This design comes from an exercise in tuning for small area, a short achievable clock period and few clock cycles per item on the open sky130 flow, not from production work. RTL that was checked went through simulation tests only; none was proved equivalent to the original. No functional check of the RTL was part of run 2.

==> flow/design.v (outline; a module is shown in full before it is edited, if it fits) <==
// module CONV: 2539 lines
// module FA: 4 lines
module CONV(
	input  wire        clk,
	input  wire        reset,
	output reg         busy,
	input  wire        ready,
	output reg  [11:0] iaddr,
	input  wire [19:0] idata,
	output reg         cwr,
	output reg  [11:0] caddr_wr,
	output reg  [19:0] cdata_wr,
	output wire        crd,
	output wire [11:0] caddr_rd,
	input  wire [19:0] cdata_rd,
	output reg  [2:0]  csel
);
  // ...
==> flow/run.sh <==
#!/bin/bash
# synth_recipe.tcl (not shown) runs the flow's synth.tcl, then flattens the netlist and writes it again
# the make line also repeats each setting of config.mk as NAME=value (left out here)
make -C /OpenROAD-flow-scripts/flow DESIGN_CONFIG=/design/flow/config.mk WORK_HOME=/design/flow/orfs CLKGATE_MAP_FILE= SYNTH_SCRIPT=/design/flow/synth_recipe.tcl finish
==> flow/config.mk <==
export PLATFORM = sky130hd
export DESIGN_NAME = CONV
export DESIGN_NICKNAME = CONV
export VERILOG_FILES = /design/flow/design.v
export SDC_FILE = /design/flow/constraint.sdc
export NUM_CORES = 4
export LEC_CHECK = 0
export ABC_CLOCK_PERIOD_IN_PS = 3000
export CAP_MARGIN = 20
export CORE_MARGIN = 2
export CORE_UTILIZATION = 40
export SETUP_SLACK_MARGIN = 5
export SLEW_MARGIN = 20
export SYNTH_HIERARCHICAL = 1
export SYNTH_MINIMUM_KEEP_SIZE = 0
==> flow/constraint.sdc <==
create_clock -name core_clock -period 10.0 [get_ports {clk}]
set_input_delay 2.0000 -clock core_clock [delete_from_list [all_inputs] [get_ports {clk}]]
set_output_delay 2.0000 -clock core_clock [all_outputs]
set_load 0.01 [all_outputs]
==> impl_metrics.py, run 1 <==
metrics = {
    "finish": {
        "mostFrequentLayoutCells": "668 x fa_1, 573 x dfxtp_1, 357 x nand2_1",
        "nNetsFinal": 5299,
        "register_area_um2": 14400,
    },
    "grt": {
        "first_global_vias": 35889,
        "grt.met3_usage": 0.0625,
    },
    "outcome": {
        "run_status": "timing/DRC/antenna clean",
    },
    "worst_setup_path": {
        "timing.critical_path.cells": "and2_4 > ha_4 > buf_12 > mux2_4 > ha_4 > and3_4 > nand3_2 > or4_4 > o21ai_4 > a21oi_4 > or3_4 > mux2_4 > ha_4 > nand4_1 > nor4_1 > inv_1 > o211ai_1 > buf_4 > o22a_4 > clkbuf_16 > mux2_4",
        "rr_endpoint": "R1[12]$_DFFE_PP_",
        "cp-endpoint": "R1[12]$_DFFE_PP_",
    },
    "drt": {
        "detail_route.first_pass.iterations": 7,
        "wl_per_cell_um": 26.5,
        "vias_per_cell": 5.84,
    },
    "clocking": {
        "cts_max_level": 3,
        "clockRootBuffer": "clkbuf_16",
    },
    "timing": {
        "setup_repair_after_global_routing_missed_its_margin": "yes",
        "final.setup.tns_ns": 0,
        "layout_setup_ws_ns": 4.41,
        "setup_viol_count_final": 0,
        "max_freq_ghz": 0.179,
    },
    "flow_run": {
        "cap_violations": 0,
    },
    "logic_synthesis": {
        "synth_top_area_share": 0.284,
        "async_reset_ff_frac": 0.0547,
        "ys_dominant_reg_cell": "dfxtp_1",
        "synth_sequential_area_ratio": 0.305,
    },
    "place": {
        "portBuffers": 102,
    },
    "floorplanning": {
        "rows": 125,
    },
}
Testbench counts, summed over its fixed seeds: cycles 147,792, images 12.
==> run 2, diff against run 1 <==
==> flow/design.v (replaced) <==
`timescale 1ns/10ps
module  CONV(
	input	wire				clk,
	input	wire				reset,
	output reg 				busy,	
	input	wire				ready,	
	output reg [11:0]	iaddr,
	input	wire [19:0] idata, 		 
	output reg	 			cwr,
	output reg [11:0]	caddr_wr,
	output reg [19:0]	cdata_wr,  
	output reg	 			crd,
	output reg [11:0]	caddr_rd, 
	input	wire [19:0]	cdata_rd,  
	output reg [2:0] 	csel	 
);
	localparam [19:0] KERNEL_0_0 = 20'h0A89E;
	localparam [19:0] KERNEL_0_1 = 20'h092D5;
	localparam [19:0] KERNEL_0_2 = 20'h06D43;
	localparam [19:0] KERNEL_0_3 = 20'h01004;
	localparam [19:0] KERNEL_0_4 = 20'hF8F71;
	localparam [19:0] KERNEL_0_5 = 20'hF6E54;
	localparam [19:0] KERNEL_0_6 = 20'hFA6D7;
	localparam [19:0] KERNEL_0_7 = 20'hFC834;
	localparam [19:0] KERNEL_0_8 = 20'hFAC19;
	localparam [19:0] KERNEL_1_0 = 20'hFDB55;
	localparam [19:0] KERNEL_1_1 = 20'h02992;
	localparam [19:0] KERNEL_1_2 = 20'hFC994;
	localparam [19:0] KERNEL_1_3 = 20'h050FD;
	localparam [19:0] KERNEL_1_4 = 20'h02F20;
	localparam [19:0] KERNEL_1_5 = 20'h0202D;
	localparam [19:0] KERNEL_1_6 = 20'h03BD7;
	localparam [19:0] KERNEL_1_7 = 20'hFD369;
	localparam [19:0] KERNEL_1_8 = 20'h05E68;
	parameter [19:0] BIAS_0 = 20'h01310;
	parameter [19:0] BIAS_1 = 20'hF7295;
	reg [20:0] 	ma;
	reg [19:0]	mb;
	reg  				me;
	wire [40:0] mo;
	wire 				mv;
	multi_div
	#(
	  .SIZE_A(21),
	  .SIZE_B(20),
	  .SIGNED(1),
	  .STEP_SIZE(1) 
	) multi_u1(
	  .clk(clk),.reset(reset),
	  .en(me),
	  .select(1'b0),
	  .a(ma),
	  .b(mb),
	  .P(mo),
	  .div_zero(),
	  .Valid(mv),
	  .Busy()
	);
	parameter LAYER_0 	= 0,
						LAYER_1_2 = 1,
						IDLE 			= 2;
	reg [1:0] 				state;
	reg 							IMG_S;
	reg [5:0] 				state_x,state_y;
	reg [3:0] 				state_step;
	reg [1:0] 				state_dx,state_dy;  
	reg signed [43:0] write_reg;
	always@(*)begin
		busy <= state==IDLE ? 0:1;
	end
	always @(posedge clk or posedge reset) begin
		if(reset)begin
			state <= IDLE;
			cwr <= 0;
			iaddr <= 0;
			csel <= 0;
			crd <= 0;
			caddr_rd <= 0;
			IMG_S <= 0;
			me<= 0;
			write_reg <= 0;
			state_step <= 0;
			{state_y,state_x} 	<= 0;
			{state_dx,state_dy} <= 0;
		end else begin
			case(state)
				LAYER_0:begin	
					case(state_step)
						0:begin
							if( $signed(state_x+state_dx-1) < 0 || $signed(state_x+state_dx-1) > 63 
								|| $signed(state_y+state_dy-1) < 0 || $signed(state_y+state_dy-1) > 63)begin
								iaddr <= 0;	
								state_step <= 3;
							end else begin
								iaddr[11:6] 	<= state_y + state_dy - 1;
								iaddr[5:0] 	<= state_x + state_dx - 1;
								state_step <= state_step + 1;
							end
						end
						1:begin
							me <= 1;
							ma <= idata;
							if(IMG_S==0)begin
								case({state_dy,state_dx})
									{2'd0,2'd0}: mb <= KERNEL_0_0;
									{2'd0,2'd1}: mb <= KERNEL_0_1;
									{2'd0,2'd2}: mb <= KERNEL_0_2;
									{2'd1,2'd0}: mb <= KERNEL_0_3;
									{2'd1,2'd1}: mb <= KERNEL_0_4;
									{2'd1,2'd2}: mb <= KERNEL_0_5;
									{2'd2,2'd0}: mb <= KERNEL_0_6;
									{2'd2,2'd1}: mb <= KERNEL_0_7;
									{2'd2,2'd2}: mb <= KERNEL_0_8;
									default mb <= 0;
								endcase
							end
							else begin
								case({state_dy,state_dx})
									{2'd0,2'd0}: mb <= KERNEL_1_0;
									{2'd0,2'd1}: mb <= KERNEL_1_1;
									{2'd0,2'd2}: mb <= KERNEL_1_2;
									{2'd1,2'd0}: mb <= KERNEL_1_3;
									{2'd1,2'd1}: mb <= KERNEL_1_4;
									{2'd1,2'd2}: mb <= KERNEL_1_5;
									{2'd2,2'd0}: mb <= KERNEL_1_6;
									{2'd2,2'd1}: mb <= KERNEL_1_7;
									{2'd2,2'd2}: mb <= KERNEL_1_8;
									default mb <= 0;
								endcase
							end
							state_step <= state_step + 1;
						end
						2:begin
							me <= 0;
							if(mv)begin  
								write_reg <= $signed(write_reg) + $signed(mo); 
								state_step <= state_step + 1;
							end
							else state_step <= state_step;
						end
						3:begin
							if(state_dy == 2 && state_dx == 2)begin
								{state_dx,state_dy} <= 0;
								state_step <= state_step + 1;
								if(IMG_S) write_reg <= $signed(write_reg) + ($signed(BIAS_1)<<16);
								else write_reg <= $signed(write_reg) + ($signed(BIAS_0)<<16);
							end else if(state_dx == 2)begin
								state_dx <= 0;
								state_dy <= state_dy + 1;
								state_step <= 0;
							end else begin
								state_dx <= state_dx + 1;
								state_step <= 0;
							end
						end
						4:begin
								cwr <= 1;
								csel <= IMG_S ? 2:1;
								state_step <= state_step + 1;
								caddr_wr <= {state_y,state_x};
								cdata_wr <= (write_reg < 0) ? 0 :  ((write_reg>>16)+write_reg[15]) ;  
						end
						5:begin
							cwr <= 0;
							if(state_y == 63 && state_x == 63)begin
								if(IMG_S)begin
									state <= LAYER_1_2;
									IMG_S <= 0;
								end else begin
									IMG_S <= 1;
								end 	
								state_x <= 0;
								state_y <= 0;
							end 
							else if(state_x == 63)begin
								state_x <= 0;
								state_y <= state_y + 1; 
							end 
							else begin
								state_x <= state_x + 1;
							end
							state_dx <= 0;
							state_dy <= 0;
							state_step <= 0;
							write_reg <= 0;
						end
					endcase
				end 
				LAYER_1_2:begin
					case(state_step)
						0:begin
							csel <= IMG_S ? 2 : 1;
							cwr <= 0;
							crd <= 1;
							caddr_rd[11-:5] <= state_y; 
							caddr_rd[5-:5]  <= state_x; 
							caddr_rd[6] <= 0;
							caddr_rd[0] <= 0;
							state_step <= state_step + 1;
						end
						1:begin
							caddr_rd[6] <= 0;
							caddr_rd[0] <= 1;
							write_reg <= 	cdata_rd;			
							state_step <= state_step + 1;
						end
						2:begin
							caddr_rd[6] <= 1;
							caddr_rd[0] <= 0;
							write_reg <= (write_reg > cdata_rd) ? write_reg : cdata_rd;			
							state_step <= state_step + 1;
						end
						3:begin
							caddr_rd[6] <= 1;
							caddr_rd[0] <= 1;
							write_reg <= (write_reg > cdata_rd) ? write_reg : cdata_rd;			
							state_step <= state_step + 1;
						end
						4:begin
							crd <= 0;
							cwr <= 1;
							csel <= IMG_S ? 4 : 3;
							caddr_wr <= {2'b00,state_y[4:0],state_x[4:0]};
							cdata_wr <= (write_reg > cdata_rd) ? write_reg : cdata_rd;			
							state_step <= state_step + 1;
						end
						5:begin
							csel <= 5;
							if(IMG_S) caddr_wr <= {1'b0,state_y[4:0],state_x[4:0],1'b1};
							else caddr_wr <= {1'b0,state_y[4:0],state_x[4:0],1'b0};
							state_step <= state_step + 1;
						end
						6:begin
							cwr <= 0;
							if(state_y==31 && state_x==31)begin
								if(IMG_S)begin
									state <= IDLE;
									IMG_S <= 0;
								end else begin
									IMG_S <= 1;
								end
								state_x <= 0;
								state_y <= 0;
							end
							else if(state_x == 31)begin
								state_y <= state_y + 1;
								state_x <= 0;
							end else begin
								state_x <= state_x + 1;
							end
							state_step <= 0;
						end
					endcase
				end
				IDLE:begin
					if(ready)begin
						state <= LAYER_0;
					end
					cwr <= 0;
					IMG_S <= 0;
					me <= 0;
					write_reg <= 0;
					state_step <= 0;
					{state_y,state_x} 	<= 0;
					{state_dx,state_dy} <= 0;
				end
			endcase
		end
	end
endmodule
module multi_div
#(
  parameter SIZE_A = 128,
  parameter SIZE_B = 64,
  parameter SIGNED = 0,
  parameter STEP_SIZE = 1 
)(
  input wire clk,reset,
  input wire en,
  input wire select,
  input wire [SIZE_A-1:0] a,
  input wire [SIZE_B-1:0] b,
  output reg [SIZE_A+SIZE_B-1:0] P,
  output reg div_zero,
  output reg Valid,
  output reg Busy
);
  parameter READ_IN       = 0,
            CALCULATE     = 1,
            PREPARE_DATA  = 2,
            DATA_OUT      = 3;
  reg [1:0] state;
  reg [9:0] state_counter;
  reg neg_signed;
  reg [SIZE_A-1:0] data_b;
  reg [SIZE_A+SIZE_B:0] r;   
  always@(*)begin
    Valid <= (state == DATA_OUT) ? 1'b1:1'b0;
    Busy  <= (state == CALCULATE || state == PREPARE_DATA) ? 1'b1:1'b0;
  end
  always@(posedge clk or posedge reset)begin
    if(reset)begin
      state <= READ_IN;
      state_counter <= 0;
    end else begin
      case(state)
        READ_IN   :begin
          if(en)begin
            if(select && b==0)begin
              state <= DATA_OUT;
              div_zero <= 1;
            end else begin
              state <= CALCULATE;
              div_zero <= 0;
            end 
            state_counter <= 0;
          end  
        end
        CALCULATE :begin
          if(state_counter == (SIZE_A/STEP_SIZE)-1)begin
            state <= PREPARE_DATA;
            state_counter <= 0;
          end
          else begin
            state_counter <= state_counter + 1;
          end
        end
        PREPARE_DATA:begin
          state <= DATA_OUT;
          state_counter <= 0;
        end
        DATA_OUT  :begin
          state <= READ_IN;
          state_counter <= 0;
        end
        default begin
          state <= READ_IN;
          state_counter <= 0;
        end
      endcase
    end
  end
  reg [SIZE_A-1:0] na;
  reg [SIZE_B-1:0] nb;
  reg in_select;
  integer i;
  always@(posedge clk or posedge reset)begin
    if(reset)begin
      r = 0;
      data_b = 0;
			P = 0;
      neg_signed = 0;
    end else begin
      case(state)
        READ_IN   :begin
          if(en)begin
            if(SIGNED)begin
              neg_signed = a[SIZE_A-1] ^ b[SIZE_B-1];
              na = a[SIZE_A-1] ? -a:a;
              nb = b[SIZE_B-1] ? -b:b;
            end
            else begin
              na = a;
              nb = b;
            end
            r = {na,1'b0,{SIZE_B{1'b0}}};
            data_b = nb;
            in_select = select;
          end  
        end
        CALCULATE :begin
          for(i=0;i<STEP_SIZE;i=i+1)begin 
          	r = r[SIZE_A+SIZE_B] ? ((r<<1)+data_b) : (r<<1);
          end
        end
        PREPARE_DATA:begin
          P = r[SIZE_A+SIZE_B-1:0];
          if(neg_signed)begin
            P = -P;
          end
        end
      endcase
    end
  end
endmodule
==> flow/config.mk (replaced) <==
export PLATFORM = sky130hd
export DESIGN_NAME = CONV
export DESIGN_NICKNAME = CONV
export VERILOG_FILES = /design/flow/design.v
export SDC_FILE = /design/flow/constraint.sdc
export NUM_CORES = 4
export LEC_CHECK = 0
export CAP_MARGIN = 20
export CORE_MARGIN = 2
export CORE_UTILIZATION = 40
export SLEW_MARGIN = 20
==> impl_metrics.py, run 2 <==
metrics = {
    "floorplanning": {
        "die-area_um2": 51500,
        "ioPinCount": 105,
        "rows": 81,
        "die_h_um": 227,
        "die_w_um": 227,
        "initial_core_util": 0.405,
        "placeableCoreArea_um2": 49100,
    },
    "drt": {
        "detail_route.wirelength_um": 60600,
        "vias_per_cell": 5.77,
        "antenna_left": 0,
        "route.vias.total": 17797,
        "drc": 0,
        "wl_per_cell_um": 19.6,
        "drt_iter0_drc": 1741,
        "detail_route.first_pass.iterations": 5,
    },
    "timing": {
        "setup_repair_after_global_routing_missed_its_margin": "no",
        "slew_headroom": 0.262,
        "finalCritPeriodShare": 0.453,
        "setup_viol_count_final": 0,
        "layout_setup_ws_ns": 5.47,
        "final.setup.tns_ns": 0,
        "hold_viol": 0,
        "finalClockSkew_ns": 0.0264,
        "period_minus_slack_ns": 4.53,
        "finalMaxSlewViolations": 0,
        "worstMarginPinSlew_ns": 1.09,
        "max_freq_ghz": 0.221,
    },
    "clocking": {
        "clock_insertion_delay_worst_skew_ns": 0.56,
        "clock_path_buffers": 3,
        "clockRootBuffer": "clkbuf_16",
        "tritoncts_clock_tree": "yes",
        "num_cts_buffers": 35,
        "tritoncts_num_sinks": 282,
        "cts_resized": 0,
        "clk_transition_reported_paths_ns": 0.06,
        "post_cts_buffers": 0,
        "cts_max_level": 2,
        "hold_fix_buffers_at_cts": 0,
    },
    "finish": {
        "largest_reg_flops": 44,
        "mostFrequentLayoutCells": "273 x nand2_1, 251 x o21ai_0, 212 x dfrtp_1",
        "syn_to_final_growth_pct": 13.2,
        "diodes": 0,
        "nNetsFinal": 2574,
        "final_core_util": 0.459,
        "final_common_cell": "nand2_1",
        "fillers": 4851,
        "multi_input_logic_area_um2": 11600,
        "drive_above_1_share": 0.0509,
        "register_area_um2": 7400,
    },
    "grt": {
        "groute.usage.overall": 0.237,
        "globalRouteOverflowTotal": 0,
        "grt_first_pass_wirelength_um": 96100,
        "antenna_found_initial": 1,
        "largest_net_degree_at_the_start_of_global_routing": 103,
        "first_global_vias": 17180,
    },
    "logic_synthesis": {
        "synthesis.area_per_instance_um2": 8.43,
        "yosys_register_bits": 282,
        "largest_cells_by_area_after_synthesis": "dfrtp_1 27%, edfxtp_1 10%, ha_1 8.4%",
        "yosys.area.top_type": "dfrtp_1",
        "synth_sequential_area_ratio": 0.372,
        "synth_top_area_share": 0.267,
        "netlist-cell-type-count": 78,
        "syn-num-nets": 2539,
        "synthesis.yosys.warnings": 2,
        "edff_count_synth": 69,
        "ys_top_cells_by_count": "273 x nand2_1, 251 x o21ai_0, 212 x dfrtp_1",
        "ys_dominant_reg_cell": "dfrtp_1",
        "async_reset_ff_frac": 0.755,
        "synthMostInstantiatedCell": "nand2_1",
        "synthCells": 2358,
        "post_synth_instance_area_um2": 19900,
    },
    "worst_setup_path": {
        "criticalPathCategory": "in2reg",
        "cp_data_required_time_ns": 10.45,
        "worst_setup_path_end_kind": "register",
        "timing.critical_path.arrival_ns": 4.98,
        "start_kind": "input port",
        "worst-path-max-fanout": 16,
    },
    "worst_hold_path": {
        "hp-class": "reg2reg",
    },
    "place": {
        "portBuffers": 104,
        "dp_hpwl_um": 45200,
        "dp_slack_ns": 4.96,
        "gpl.final_weighted_congestion": 0.956,
    },
    "flow_run": {
        "cap_violations": 0,
    },
    "outcome": {
        "run_status": "timing/DRC/antenna clean",
    },
}
==> run 2: path summary, 6_finish.rpt <==
path	end	slack [ns]	depth (start not counted)	start
min in group asynchronous	caddr_rd[1]$_DFFE_PP0P_	2.15	2	reset
max reg2reg	state_step[3]$_DFFE_PP0P_	5.89	13	state_dy[1]$_DFFE_PP0P_
min	iaddr[0]$_DFFE_PP0P_	0.48	2	iaddr[0]$_DFFE_PP0P_
min reg2reg	iaddr[0]$_DFFE_PP0P_	0.48	2	iaddr[0]$_DFFE_PP0P_
max in group asynchronous	write_reg[4]$_DFFE_PP0P_	6.55	3	reset
max	write_reg[11]$_DFFE_PP0P_	5.47	11	cdata_rd[9]
==> run 2: area by class of cell <==
class                           instances  area share
Sequential cell                       282       0.329
Inverter                              111      0.0188
Multi-Input combinational cell       1834       0.514
Clock inverter                         12     0.00350
Tap cell                              664      0.0369
Timing Repair Buffer                  129      0.0546
Clock buffer                           50      0.0436
==> run 2: per-stage QoR <==
stage	std cells	hold WS (ns)	area, µm²
after floorplan	2358	0.450	19900
after global placement	3020	0.469	21500
after detailed placement	3020	0.475	21500
after CTS	3082	0.490	22500
after global routing	3082	0.511	22500
final	3082	0.485	22500
==> run 2: cell families (layout without fill, tap and decap cells) <==
group,Yosys count,count (layout),synth area share
and+or+nand+nor,791,791,0.186
AOI/OAI and AO/OA,725,725,0.224
DFF,282,282,0.372
buffers and inverters,242,302,0.0464
xor gates and xnor gates,146,146,0.0643
adders and majority gates,138,138,0.0884
muxes,34,34,0.0184
==> run 2: worst max-delay path: stages <==
cell and delay (ns):
clkdlybuf4s50_1 0.50, inv_1 0.08, ha_1 0.30, nand4_1 0.18, or3_1 0.44, o21ai_0 0.24
nand3_1 0.17, nand3_1 0.18, and3_1 0.62, a22oi_1 0.14, o21ai_0 0.12
==> run 2: metal layers <==
metal,GRT usage,part of all wire,vias to the layer above
met3,0.0301,0.052,82
li1,-,-,8597
met2,0.389,0.47,496
met1,0.327,0.46,8620
met4,0.0729,0.024,2
met5,0,0.00020,-

[static timing again, ports no longer ideal]
Ports are ideal in the flow. The routed layouts listed here were re-timed in OpenROAD. Step 1 (the two cells are an assumption about what drives the block):
set clk [get_ports {clk}]
set_driving_cell -lib_cell sky130_fd_sc_hd__clkbuf_16 $clk
set_driving_cell -lib_cell sky130_fd_sc_hd__buf_2 [delete_from_list [all_inputs] $clk]
Step 2 times the ports against the registers' clock, not the clock port: input delays grow and output delays shrink by t, the midpoint of the rising clock arrivals with the driver on. a / b / c = ideal / step 1 / step 2; a / b = the first two.
run	t (ns)	slack for setup (ns)	worst setup path after step 2	clock arrival spread, ns	worst register clock-pin slew, ns
run 1	0.740	4.412 / 4.412 / 4.412	register to register	0.046 / 0.045	0.07 / 0.07
run 2	0.604	5.466 / 5.502 / 4.898	input to register	0.027 / 0.026	0.06 / 0.06
After both steps every run listed still meets setup and hold. For run 2, which loses most, drivers alone change the setup slack by +0.036 ns; drivers and shift together by -0.568 ns.
